Source: an optimization exercise on an open RTL-to-GDS flow (aim: small area). Production flows keep margins and buffers that such runs may drop.
Function was checked by simulation only, so behaviour that the tests miss may differ from the original.

==> trial 56 <==
// conway_life
module conway_life #(
	parameter ROW = 16,
	parameter COL = 16
) (
	input clk,
	input rst,
	input load,
	input [255:0] data,
	output [255:0] q
);
export LEC_CHECK = 0
export CAP_MARGIN = 20
export CORE_MARGIN = 2
export CORE_UTILIZATION = 50
export CTS_BUF_LIST = sky130_fd_sc_hd__clkbuf_4 sky130_fd_sc_hd__clkbuf_8
export SLEW_MARGIN = 20
create_clock -name core_clock -period 5.0 [get_ports {clk}]
standard.sh (not shown) runs the stock make flow with config.mk's settings and CLKGATE_MAP_FILE= SYNTH_SCRIPT=/design/flow/synth_recipe.tcl, a recipe that flattens the netlist after the stock synthesis.
==> flow/flow/run.sh <==
#!/bin/bash
# Own layout flow: the standard synthesis (for the register names), then a hand-structured
# netlist of the same registers (flow/gen_net.py) in place of Yosys's logic, then the standard
# ORFS layout with 1x port buffers. Each tool's output goes to a log file in this folder.
set -euo pipefail
W=$(pwd)
R=$W/orfs/results/$FLOW_PLATFORM/conway_life/base
bash standard.sh synth > "$W/log_1_standard_synth.txt" 2>&1
python3 flow/gen_net.py > "$W/own_netlist.v" 2> "$W/log_2_gen_net.txt"
python3 flow/check_regs.py "$R/1_2_yosys.v" "$W/own_netlist.v" > "$W/log_3_check_regs.txt" 2>&1
cp "$R/1_2_yosys.v" "$W/standard_1_2_yosys.v"
cp "$W/own_netlist.v" "$R/1_2_yosys.v"
rm -f "$R/1_synth.odb" "$R/1_synth.sdc"
touch "$R/1_2_yosys.v"
export BUFFER_PORTS_ARGS="-buffer_cell sky130_fd_sc_hd__buf_1"
# fewer, larger sink clusters and no dummy loads: the clock tree only has to reach 256 flops
export CTS_ARGS="-sink_clustering_enable -repair_clock_nets -dont_use_dummy_load -sink_clustering_size 20 -sink_clustering_max_diameter 60 -buf_list {sky130_fd_sc_hd__clkbuf_4 sky130_fd_sc_hd__clkbuf_8}"
bash standard.sh finish > "$W/log_4_layout.txt" 2>&1
==> flow/flow/gen_net.py <==
P = 'sky130_fd_sc_hd__'
L, wires = [], []
def cell(t, name, **pins):
    L.append(f'  {P}{t} {name} (' + ', '.join(f'.{p}({n})' for p, n in pins.items()) + ');')
def w(n): wires.append(n); return n
def idx(i, j): return (i % 16) * 16 + (j % 16)
def q(i, j): return f'q[{idx(i, j)}]'

# rule for one cell: inputs o t f (pair sum), s k (the other row's 3-sum), m (cell), d (data)
RULE = [
    ('nor2_1',    dict(A='d', B='nload', Y='#16')),
    ('o21ai_0',   dict(A1='t', A2='k', B1='f', Y='#17')),
    ('a21o_1',    dict(A1='t', A2='k', B1='f', X='#19')),
    ('nor2_1',    dict(A='o', B='s', Y='#20')),
    ('nand4_1',   dict(A='#19', B='m', C='#17', D='#20', Y='#21')),
    ('nand2_1',   dict(A='o', B='s', Y='#22')),
    ('nor2_1',    dict(A='t', B='k', Y='#23')),
    ('nor3_1',    dict(A='#23', B='#20', C='#19', Y='#24')),
    ('o21ai_0',   dict(A1='m', A2='#22', B1='#24', Y='#25')),
    ('a31oi_1',   dict(A1='#25', A2='nload', A3='#21', B1='#16', Y='n')),
]
def rule(tag, nets):
    for g, (t, pins) in enumerate(RULE):
        pm = {}
        for p, n in pins.items():
            if n.startswith('#'):
                nn = f'x{n[1:]}_{tag}'
                if p in ('Y', 'X'): w(nn)
                pm[p] = nn
            else:
                pm[p] = nets.get(n, n)
        cell(t, f'g{g}_{tag}', **pm)

cell('inv_1', 'g_nload', A='load', Y=w('nload'))
for i in range(16):
    for j in range(16):
        cell('fa_1', f'h_{i}_{j}', A=q(i, j - 1), B=q(i, j), CIN=q(i, j + 1), COUT=w(f'hk_{i}_{j}'), SUM=w(f'hs_{i}_{j}'))
for i in range(0, 16, 2):
    for j in range(16):
        p = f'{i}_{j}'
        cell('ha_1', f'u_po_{p}', A=f'hs_{i}_{j}', B=f'hs_{i+1}_{j}', COUT=w(f'pc_{p}'), SUM=w(f'po_{p}'))
        cell('fa_1', f'u_pt_{p}', A=f'hk_{i}_{j}', B=f'hk_{i+1}_{j}', CIN=f'pc_{p}', COUT=w(f'pf_{p}'), SUM=w(f'pt_{p}'))
        for r, other in ((i, (i - 1) % 16), (i + 1, (i + 2) % 16)):
            c = f'{r}_{j}'
            rule(c, dict(o=f'po_{p}', t=f'pt_{p}', f=f'pf_{p}', s=f'hs_{other}_{j}', k=f'hk_{other}_{j}',
                         m=q(r, j), d=f'data[{idx(r, j)}]', n=w(f'nx_{c}')))
            cell('dfxtp_1', f'\\q_reg[{idx(r, j)}]$_DFF_P_ ', CLK='clk', D=f'nx_{c}', Q=q(r, j))
print('module conway_life (clk, rst, load, data, q);')
print('  input clk;\n  input rst;\n  input load;\n  input [255:0] data;\n  output [255:0] q;')
for n in wires: print(f'  wire {n};')
print('\n'.join(L))
print('endmodule')
Other scripts of this flow, unchanged in this note and not shown: flow/flow/check_regs.py
==> inputs of build 44, as changes to trial 56 <==
--- a/flow/flow/run.sh
+++ b/flow/flow/run.sh
@@ -15,4 +15,4 @@
 export BUFFER_PORTS_ARGS="-buffer_cell sky130_fd_sc_hd__buf_1"
 # fewer, larger sink clusters and no dummy loads: the clock tree only has to reach 256 flops
-export CTS_ARGS="-sink_clustering_enable -repair_clock_nets -dont_use_dummy_load -sink_clustering_size 20 -sink_clustering_max_diameter 60 -buf_list {sky130_fd_sc_hd__clkbuf_4 sky130_fd_sc_hd__clkbuf_8}"
+export CTS_ARGS="-sink_clustering_enable -repair_clock_nets -dont_use_dummy_load -sink_clustering_size 6 -sink_clustering_max_diameter 50 -buf_list {sky130_fd_sc_hd__clkbuf_4}"
 bash standard.sh finish > "$W/log_4_layout.txt" 2>&1
--- a/flow/flow/gen_net.py
+++ b/flow/flow/gen_net.py
@@ -7,16 +7,17 @@
 def q(i, j): return f'q[{idx(i, j)}]'
 
-# rule for one cell: inputs o t f (pair sum), s k (the other row's 3-sum), m (cell), d (data)
+# rule for one cell: inputs o t f (pair sum PH = o + 2t + 4f), G = t ^ f (per pair), s k (the other
+# row's 3-sum H = s + 2k), m (the cell), d (data). With U = t + k + 2f the count is (o + s) + 2U:
+# birth needs U == 1 and o + s == 1; survival (m) needs U == 1 and o + s == 2, or U == 2 and o + s == 0.
+# U == 1 is (t != k) & ~f; U == 2 is (t == k) & (t != f).
 RULE = [
-    ('nor2_1',    dict(A='d', B='nload', Y='#16')),
-    ('o21ai_0',   dict(A1='t', A2='k', B1='f', Y='#17')),
-    ('a21o_1',    dict(A1='t', A2='k', B1='f', X='#19')),
-    ('nor2_1',    dict(A='o', B='s', Y='#20')),
-    ('nand4_1',   dict(A='#19', B='m', C='#17', D='#20', Y='#21')),
-    ('nand2_1',   dict(A='o', B='s', Y='#22')),
-    ('nor2_1',    dict(A='t', B='k', Y='#23')),
-    ('nor3_1',    dict(A='#23', B='#20', C='#19', Y='#24')),
-    ('o21ai_0',   dict(A1='m', A2='#22', B1='#24', Y='#25')),
-    ('a31oi_1',   dict(A1='#25', A2='nload', A3='#21', B1='#16', Y='n')),
+    ('nor2_1',    dict(A='d', B='nload', Y='#dl')),          # d & load
+    ('xnor2_1',   dict(A='t', B='k', Y='#X')),               # t == k
+    ('nor2_1',    dict(A='o', B='s', Y='#z')),               # o + s == 0
+    ('nand4_1',   dict(A='#X', B='G', C='m', D='#z', Y='#a')),  # ~(m & U==2 & o+s==0)
+    ('nand2_1',   dict(A='o', B='s', Y='#b')),               # o + s < 2
+    ('nor3_1',    dict(A='#X', B='f', C='#z', Y='#c')),      # U==1 & o+s > 0
+    ('o21ai_0',   dict(A1='m', A2='#b', B1='#c', Y='#e')),   # ~(U==1 & (o+s==1 | m & o+s==2))
+    ('a31oi_1',   dict(A1='#e', A2='nload', A3='#a', B1='#dl', Y='n')),
 ]
 def rule(tag, nets):
@@ -41,7 +42,8 @@
         cell('ha_1', f'u_po_{p}', A=f'hs_{i}_{j}', B=f'hs_{i+1}_{j}', COUT=w(f'pc_{p}'), SUM=w(f'po_{p}'))
         cell('fa_1', f'u_pt_{p}', A=f'hk_{i}_{j}', B=f'hk_{i+1}_{j}', CIN=f'pc_{p}', COUT=w(f'pf_{p}'), SUM=w(f'pt_{p}'))
+        cell('xor2_1', f'u_pg_{p}', A=f'pt_{p}', B=f'pf_{p}', X=w(f'pg_{p}'))
         for r, other in ((i, (i - 1) % 16), (i + 1, (i + 2) % 16)):
             c = f'{r}_{j}'
-            rule(c, dict(o=f'po_{p}', t=f'pt_{p}', f=f'pf_{p}', s=f'hs_{other}_{j}', k=f'hk_{other}_{j}',
+            rule(c, dict(o=f'po_{p}', t=f'pt_{p}', f=f'pf_{p}', G=f'pg_{p}', s=f'hs_{other}_{j}', k=f'hk_{other}_{j}',
                          m=q(r, j), d=f'data[{idx(r, j)}]', n=w(f'nx_{c}')))
             cell('dfxtp_1', f'\\q_reg[{idx(r, j)}]$_DFF_P_ ', CLK='clk', D=f'nx_{c}', Q=q(r, j))
- CORE_UTILIZATION: 50 -> 65
- CTS_BUF_LIST: sky130_fd_sc_hd__clkbuf_4 sky130_fd_sc_hd__clkbuf_8 -> default
==> inputs of build 8, as changes to trial 56 <==
--- a/flow/flow/run.sh
+++ b/flow/flow/run.sh
@@ -15,4 +15,4 @@
 export BUFFER_PORTS_ARGS="-buffer_cell sky130_fd_sc_hd__buf_1"
 # fewer, larger sink clusters and no dummy loads: the clock tree only has to reach 256 flops
-export CTS_ARGS="-sink_clustering_enable -repair_clock_nets -dont_use_dummy_load -sink_clustering_size 20 -sink_clustering_max_diameter 60 -buf_list {sky130_fd_sc_hd__clkbuf_4 sky130_fd_sc_hd__clkbuf_8}"
+export CTS_ARGS="-sink_clustering_enable -repair_clock_nets -dont_use_dummy_load -sink_clustering_size 6 -sink_clustering_max_diameter 50 -buf_list {sky130_fd_sc_hd__clkbuf_4}"
 bash standard.sh finish > "$W/log_4_layout.txt" 2>&1
- CORE_UTILIZATION: 50 -> 65
- CTS_BUF_LIST: sky130_fd_sc_hd__clkbuf_4 sky130_fd_sc_hd__clkbuf_8 -> default
==> summary of the runs <==
Non-clock buffer count: build 44 < build 8 < trial 56. In trial 56 the wire length is higher than in build 44, by about 13%. Sequential share of layout area, highest first: build 44, build 8, trial 56. Critical path depth is the same in build 8 and build 44. Of build 44 and trial 56, build 44 has the higher clock skew (gap 0.034 ns). Against build 8, the final cell count of build 44 is lower by 8.7%. Between build 44 and trial 56, the lower maximum frequency is in build 44 (gap about 1%, measured against trial 56). Core utilization: trial 56 is lower than build 44 (17 points).
==> figures <==
| item | trial 56 | build 8 | build 44 |
|---|---|---|---|
| Number of multi-input combinational cells in the layout | 3072 | 3072 | 2688 |
| Placement Setup Slack | 2.13 ns | 2.14 ns | 2.10 ns |
| Worst setup startpoint | q_reg[254] | q_reg[174] | q_reg[75] |
| Clock Root Buffer | clkbuf_8 | clkbuf_4 | clkbuf_4 |
| Final HPWL DP | 82600 µm | 79600 µm | 74200 µm |
| Worst EP required | 5.55 ns | 5.73 ns | 5.70 ns |
| Seq/total area | 16.6% | 16.9% | 17.4% |
| Weighted congestion at the end of routability-driven global placement | 0.935 | 1.00 | 0.968 |
| Height of the die | 237 µm | 209 µm | 206 µm |
| Post-route fraction of the period consumed by the critical path | 54.8% | 56.8% | 55.3% |
| Number of antenna violations at the first check in global routing | 18 | 13 | 18 |
| Leading cell type in the layout, fill and taps excluded | nor2_1 | nor2_1 | buf_1 |
| Amount of wire on met3 after detailed routing | 9430 µm | 11800 µm | 9980 µm |
| Met2 track utilization from global routing | 56.0% | 70.7% | 66.3% |
| Run status | no timing/DRC/antenna violations | no timing/DRC/antenna violations | no timing/DRC/antenna violations |
| GRT met1 Usage | 46.2% | 55.9% | 53.8% |
| Number of search-and-repair iterations in the first detailed-routing pass | 8 | 10 | 7 |
| Met3 Usage GRT | 7.47% | 10.5% | 9.55% |
| Horiz. Die Dim | 237 µm | 209 µm | 206 µm |
| Number of tap cells added at floorplan | 696 | 532 | 525 |
| Iter 0 DRT Violations | 2713 | 4631 | 3515 |

-- what the ideal ports hide --
In the flow no input, the clock included, has a driving cell. The finished layouts below were timed again as built, in two steps. Step 1 assumes that a clkbuf_16 drives the clock port and a buf_2 every other input. Step 2 moves the port delays by t, midway between the first and last clock arrival at a register: inputs arrive t later, outputs are due t later. That takes back most of the time a late clock gives input paths. a / b / c = no drivers / after step 1 / after step 2; a / b = the first two.
run | t (ns) | setup slack, ns | hold slack, ns
trial 56 | 0.695 | 2.262 / 2.262 / 2.049 | 0.585 / 0.547 / 0.647
build 44 | 0.870 | 2.234 / 2.232 / 1.971 | 0.389 / 0.358 / 0.647
build 8 | 0.891 | 2.161 / 2.161 / 2.058 | 0.371 / 0.343 / 0.650
After both steps every run listed still meets setup and hold. For build 44, which loses most, drivers alone change the setup slack by -0.002 ns; drivers and shift together by -0.263 ns.
